From an optimization exercise on the open Yosys and OpenROAD flow, aimed at small area; shortcuts taken in it are not production practice. Only simulation tests tie the RTL to the original design; equivalence was not proved. Power figures rest on the tool's default switching activity, not on a simulated workload.

run 1:
// top
module top(
    input clock,
    input rst,
    output uart_tx,
    input uart_rx
);
    reg [3:0] ph;
    always @(posedge clock) ph <= ph + 1'b1;
    wire q4 = (ph[1:0] == 2'd3);
    reg [4:0] rt;        
    reg [3:0] rs;        
    reg [7:0] rd;
    reg       valid;
    wire rtick = q4 && (rt == 5'd24);
    wire [3:0] hi = rd[7:4];
    wire [3:0] lo = rd[3:0];
    wire is_num = (hi == 4'h3) && (lo <= 4'd9);
    wire is_let = (hi == 4'h4) && (lo >= 4'd1) && (lo <= 4'd6);
    wire is_hex = is_num || is_let;
    wire is_eol = (rd == 8'h0a) || (rd == 8'h0d);
    reg dbit;
    always @* case (ph[1:0])
        2'd0: dbit = rd[6] ? ~lo[0] : lo[0];
        2'd1: dbit = rd[6] ? (lo[1] ^ lo[0]) : lo[1];
        2'd2: dbit = rd[6] ? (lo[2] ^ (lo[1] & lo[0])) : lo[2];
        default: dbit = rd[6] | lo[3];
    endcase
    reg [1:0] q;         
    wire w   = (ph[3:2] == q - 2'd1);    
    wire win = (rs == 4'd11) && w;
    always @(posedge clock) begin
        if (rst || rs == 4'd0) rt <= 5'd12;
  ...
clock: 10.0 ns
lec_check: 0
cap_margin: 20
core_margin: 2
core_utilization: 40
place_density: 0.6
slew_margin: 20
standard.sh (not shown) runs the stock make flow with config.mk's settings and CLKGATE_MAP_FILE= SYNTH_SCRIPT=/design/flow/synth_recipe.tcl, a recipe that flattens the netlist after the stock synthesis.
==> flow/flow/run.sh <==
#!/bin/bash
set -euo pipefail
export CTS_ARGS="-sink_clustering_enable -repair_clock_nets -dont_use_dummy_load -buf_list sky130_fd_sc_hd__clkbuf_8 -root_buf sky130_fd_sc_hd__clkbuf_8 -sink_clustering_size 60 -sink_clustering_max_diameter 300 -sink_clustering_levels 1"
bash standard.sh finish > standard_flow.log 2>&1
Run 1: full flow OK, the timing, design-rule and antenna checks passed
The following lists how run 2 was set up differently from run 1:
==> flow/flow/run.sh <==
#!/bin/bash
# Standard flow, with clock tree synthesis told not to add dummy balancing loads
# and to use mid-size clock buffers.
set -euo pipefail
export CTS_ARGS="-sink_clustering_enable -repair_clock_nets -dont_use_dummy_load -buf_list sky130_fd_sc_hd__clkbuf_8 -root_buf sky130_fd_sc_hd__clkbuf_8 -sink_clustering_size 30 -sink_clustering_max_diameter 100"
bash standard.sh finish > standard_flow.log 2>&1
## What came out
- As far as count of non-CTS buffers in the layout goes, run 1 and run 2 are indistinguishable; the numbers are identical.
- Compared run 2 against run 1; number of buffers created by CTS within noise.
- ~same number of failing setup endpoints in the final timing report in run 2 and run 1
- From run 2 to run 1, cell count did not move at all.
- Diff run 1..run 2 | combined global-route utilization of all metal layers | unchanged
- Wire length of the first global-routing pass: run 2 vs run 1 identical
- Reported for run 2 and run 1, number of signal-net inverters in the final layout turned out identical to the last digit.
- Re post-cts repair resize count: no difference whatsoever between run 2 and run 1.
Changes in run 3 relative to run 2:
==> flow/flow/run.sh <==
#!/bin/bash
set -euo pipefail
export CTS_ARGS="-sink_clustering_enable -repair_clock_nets -dont_use_dummy_load -buf_list sky130_fd_sc_hd__clkbuf_8 -root_buf sky130_fd_sc_hd__clkbuf_8 -sink_clustering_size 60 -sink_clustering_max_diameter 300"
bash standard.sh finish > standard_flow.log 2>&1
Results
Taking run 2 as the reference, in run 3 final antenna-violating net count has remained practically unchanged; share of final layout cell area taken by clock buffers and inverters closely matched the old numbers. Between run 2 and run 3, the total design power does not differ in any meaningful way. Between run 3 and run 2, the difference in clock latency reported for the late side of the worst-skew pair is negligible. Transition time at the pin with the least slew margin: run 2 vs run 3 identical.

---

Another version of the RTL of top (not shown whole).
For scale: ~290 cells after synthesis, ~110 flip-flops, about 3400 um^2 of cells after synthesis.
Settings: LEC_CHECK=0, CAP_MARGIN=20, CORE_MARGIN=2, CORE_UTILIZATION=40, PLACE_DENSITY=0.6, SLEW_MARGIN=20; clock period 10.0 ns.
==> flow/flow/run.sh <==
#!/bin/bash
# Standard flow with these changes:
#  - synthesis: the standard flow's own script (synth_recipe.tcl), but ABC maps the logic with
#    an area-oriented script (flow/abc_area.script: one choice-network pass and
#    &nf with relaxed delay), and the half/full adder cells are left out (added
#    to the platform's don't-use list) so Yosys's extract_fa does not turn small
#    decoders into half-adder cells;
#  - clock tree synthesis adds no dummy balancing loads and uses mid-size buffers.
# Every tool's output stays in the ORFS logs under orfs/logs; make's own output
# goes to standard_flow.log.
set -euo pipefail
HERE=$(pwd)
DU=$(sed -n '/export DONT_USE_CELLS += /,/^$/p' "$FLOW_HOME/platforms/sky130hd/config.mk" | tr -d '\\' | sed 's/export DONT_USE_CELLS += //' | tr '\n' ' ' | tr -s ' ')
{
  echo 'proc abc {args} {'
  echo '  set i [lsearch -exact $args -script]'
  echo '  if {$i >= 0} { lset args [expr {$i + 1}] $::env(MY_ABC_SCRIPT) }'
  echo '  yosys abc {*}$args'
  echo '}'
  cat synth_recipe.tcl
} > my_synth.tcl
export MY_ABC_SCRIPT="$HERE/flow/abc_area.script"
export CTS_ARGS="-sink_clustering_enable -repair_clock_nets -dont_use_dummy_load -buf_list sky130_fd_sc_hd__clkbuf_8 -root_buf sky130_fd_sc_hd__clkbuf_8 -sink_clustering_size 30 -sink_clustering_max_diameter 100"
bash standard.sh "DONT_USE_CELLS=$DU sky130_fd_sc_hd__ha_1 sky130_fd_sc_hd__fa_1" "SYNTH_SCRIPT=$HERE/my_synth.tcl" finish > standard_flow.log 2>&1
==> flow/flow/abc_area.script <==
&get -n
&st
&dch
&nf -R 1000
&put
The first run went through all stages and came out clean.
Next try:
--- a/flow/flow/run.sh
+++ b/flow/flow/run.sh
@@ -7,0 +8 @@
+#  - the port buffers are the smallest buffer, buf_1;
@@ -22,0 +24 @@
+export BUFFER_PORTS_ARGS="-buffer_cell sky130_fd_sc_hd__buf_1"
Routed wire length fell by 2.0%.
Via count hardly moves.
Sequential share of layout area rose by 0.33 points.
Non-clock buffer count does not change.
Critical path depth does not change.
Fmax rose by 8.4%.
Global-route usage came out lower by 0.54 points.
Total power went down by 0.73%.
Cell area goes down by 0.51%.
Count of clock-buffer cells in the layout is unchanged.
Setup slack is better by 0.36 ns.

-- port drivers added, routing unchanged --
No port has a modelled driver above. Below, the same layouts with a new extraction and two added sets of constraints. Step 1 sets driving cells, clkbuf_16 on the clock port and buf_2 on the other inputs (assumed; they add their load-dependent delay and slew). Step 2, shift: input delay + t, output delay - t, t = (earliest + latest rising clock arrival at the registers) / 2. This alone moves slack from input paths to output paths. Three values: ideal ports, drivers, drivers and shift; two values: the first two.
run	t, ns	slack for setup (ns)	latest minus earliest clock arrival (ns)
run 1	0.383	5.553 / 5.522 / 5.904	0.022 / 0.023
run 2	0.383	5.553 / 5.522 / 5.904	0.022 / 0.023
run 3	0.383	5.553 / 5.522 / 5.904	0.022 / 0.023
the first run of note 2	0.371	5.402 / 5.377 / 5.748	0.027 / 0.027
the second run of note 2	0.365	5.759 / 5.729 / 6.094	0.016 / 0.016
After both steps setup and hold are still met in every run listed.
